Context: an optimization exercise on an open-source flow, tuned for small area, a short achievable clock period and few clock cycles per item. The choices shown serve that exercise and are no tape-out recipe.
RTL that was checked went through simulation tests only; none was proved equivalent to the original.

Setup of v28:
## FFT
module FFT(clk, rst_n, in_valid, din_r, din_i, out_valid, dout_r, dout_i);
For scale: roughly 1,800 flip-flops, ~98,000 um^2 of cells after synthesis.
Settings: LEC_CHECK=0, CAP_MARGIN=0, CORE_MARGIN=2, CORE_UTILIZATION=40, PLACE_DENSITY=0.6, SLEW_MARGIN=0; clock period 12.0 ns.
standard.sh (not shown) runs the stock make flow with config.mk's settings and CLKGATE_MAP_FILE= SYNTH_SCRIPT=/design/flow/synth_recipe.tcl, a recipe that flattens the netlist after the stock synthesis.
==> flow/flow/run.sh <==
#!/bin/bash
# The standard layout (standard.sh), with repair_timing aiming for extra setup slack.
# The clock, the SDC and every other constraint are unchanged; only the optimisation target moves.
set -euo pipefail
export SETUP_SLACK_MARGIN=8
bash standard.sh synth > synth.log 2>&1
bash standard.sh finish > layout.log 2>&1
Testbench counts of v28, summed over its fixed seeds: cycles 26,496, frames 384.
## Diff of input files: v11 against v28
- setting CTS_BUF_LIST to sky130_fd_sc_hd__clkbuf_2 sky130_fd_sc_hd__clkbuf_4 for the first time
### Flow results
For v11 and v28, there was not a single run that failed to finish clean. Largest fanout on the critical path was higher in v28 than in v11. Compared with v28, v11 shows a lower data arrival time of the worst path. First-iteration detailed-routing DRC count, v11 and v28, lower one = v28. For count of buffers not belonging to the clock network in the layout, dividing the value from v11 by the value from v28 gives 0.938. Of v11 and v28, v11 shows the lower post-route standard cell area excluding fillers, with v28 above it. Between v11 and v28, the global-route wire length before repair is higher for v11. Of v11 and v28, the run reporting the lower cell depth of the worst flop-to-flop path was v11. Of v11 and v28, v28 shows the higher number of antenna violations at the first check in global routing, with v11 below it.
diff inputs: v11 => v43
- CTS_BUF_LIST: sky130_fd_sc_hd__clkbuf_2 sky130_fd_sc_hd__clkbuf_4 -> sky130_fd_sc_hd__clkbuf_4 sky130_fd_sc_hd__clkbuf_8
Notes after the runs:
v43 ended with more met1 routing resource usage after global routing than v11. Cmp v11 and v43 / number of antenna violations at the first check in global routing / higher: v43. Summary: with v11 as the reference, number of nets at the end of the flow in v43 moved down slightly. Compared v43 vs v11, and fraction of standard cell area that is sequential is down in v43. [v43] hold slack rose 0.049 ns relative to v11.

========
Another version of the RTL of FFT (not shown whole).
Size in the first run: about 10000 cells after synthesis, ~60 I/O pins, roughly 100000 sq um of cells after synthesis.
## FFT
module FFT(clk, rst_n, in_valid, din_r, din_i, out_valid, dout_r, dout_i);
Settings: LEC_CHECK=0, CAP_MARGIN=20, CORE_MARGIN=2, CORE_UTILIZATION=40, PLACE_DENSITY=0.6, SLEW_MARGIN=20; clock period 12.0 ns.
==> flow/flow/run.sh <==
#!/bin/bash
set -euo pipefail
export SETUP_SLACK_MARGIN=8
bash standard.sh finish > flow_make.log 2>&1
The starting point completed with no timing, DRC or antenna violations.
Then changed:
==> flow/run.sh (new file) <==
#!/bin/bash
# synth_recipe.tcl (not shown) runs the flow's synth.tcl, then flattens the netlist and writes it again
# the make line also repeats each setting of config.mk as NAME=value (left out here)
make -C /OpenROAD-flow-scripts/flow DESIGN_CONFIG=/design/flow/config.mk WORK_HOME=/design/flow/orfs CLKGATE_MAP_FILE= SYNTH_SCRIPT=/design/flow/synth_recipe.tcl finish
SETUP_SLACK_MARGIN = 5   (was unset)
removed: flow/flow/run.sh
removed: flow/standard.sh
The changed run completed without violations.
Fmax fell by about a fifth.
Die area is unchanged.
Utilization fell by 1.6 points.
Flip-flop and latch count is unchanged.
Worst hold slack is better by 0.043 ns.
Worst setup slack is worse by 1.1 ns.
Routed wire length fell by a few percent.
Via count fell slightly.
No run of this note included a check of the RTL's function; only the layout flow was run.

========
## v6
FFT, a different RTL version from the one above (not shown whole).
Size: roughly 11,000 cells after synthesis, ~1,800 flip-flops, ~60 I/O pins, ~110,000 um^2 of cells after synthesis.
export LEC_CHECK = 0
export CAP_MARGIN = 20
export CORE_MARGIN = 2
export CORE_UTILIZATION = 40
export PLACE_DENSITY = 0.6
export SETUP_SLACK_MARGIN = 5
export SLEW_MARGIN = 20
create_clock -name core_clock -period 12.0 [get_ports {clk}]
run.sh (not shown) runs the stock make flow with config.mk's settings and CLKGATE_MAP_FILE= SYNTH_SCRIPT=/design/flow/synth_recipe.tcl, a recipe that flattens the netlist after the stock synthesis.
Stock flow here: none of the scripts above is used.
v6 completed end to end with timing, DRC and antenna clean.
For v7, these inputs were changed with respect to v6:
Settings: a deleted SETUP_SLACK_MARGIN that had been 5.
### Flow results
The flow did not stop early for v7: all stages ran, and the layout cleared the timing, DRC and antenna checks. v7 reports its startpoint of the most critical setup path as oh4[2] while v6 reports oh4[14]. Clock period minus worst slack (lower): v6. v6 → v7: count of vias placed by the detailed router roughly the same; detailed-route wire length roughly the same. ~same detail-routed net length per standard cell in v7 and v6. The area of combinational cells with multiple inputs of v6 and that of v7 are within noise of each other. Max share of the clock period used by the worst path after layout across v7 and v6: v7. On final cell utilization of the core, v7 tracks v6 almost exactly. Compared with v6, v7 has less setup slack. In terms of final non-filler cell area, v6 and v7 differ only marginally.
Function was not checked in any run of this note: the RTL went through the layout flow alone.

==> re-timing with driven ports <==
No port has a modelled driver above. Below, the same layouts with a new extraction and two added sets of constraints. Step 1 assumes that a clkbuf_16 drives the clock port and a buf_2 every other input. Step 2 times the ports against the registers' clock, not the clock port: input delays grow and output delays shrink by t, the midpoint of the rising clock arrivals with the driver on. a / b / c = ideal ports / drivers / drivers and shift; a / b = the first two.
run	t, ns	slack for setup (ns)	worst setup path at the end	worst data-port slew with drivers (ns)
v28	0.912	8.027 / 8.017 / 7.105	input to register	0.16
v11	1.459	7.729 / 7.647 / 6.746	input to register	0.17
v43	1.086	8.035 / 7.980 / 6.998	input to register	0.17
the first run of note 2	0.950	7.743 / 7.743 / 7.743	register to register	0.04
the second run of note 2	0.918	6.673 / 6.673 / 6.673	register to register	0.05
v6	0.922	5.399 / 5.399 / 5.399	register to register	0.07
v7	0.922	5.113 / 5.113 / 5.113	register to register	0.07
After both steps every run listed still meets setup and hold. For v43, which loses most, drivers alone change the setup slack by -0.055 ns; drivers and shift together by -1.037 ns.
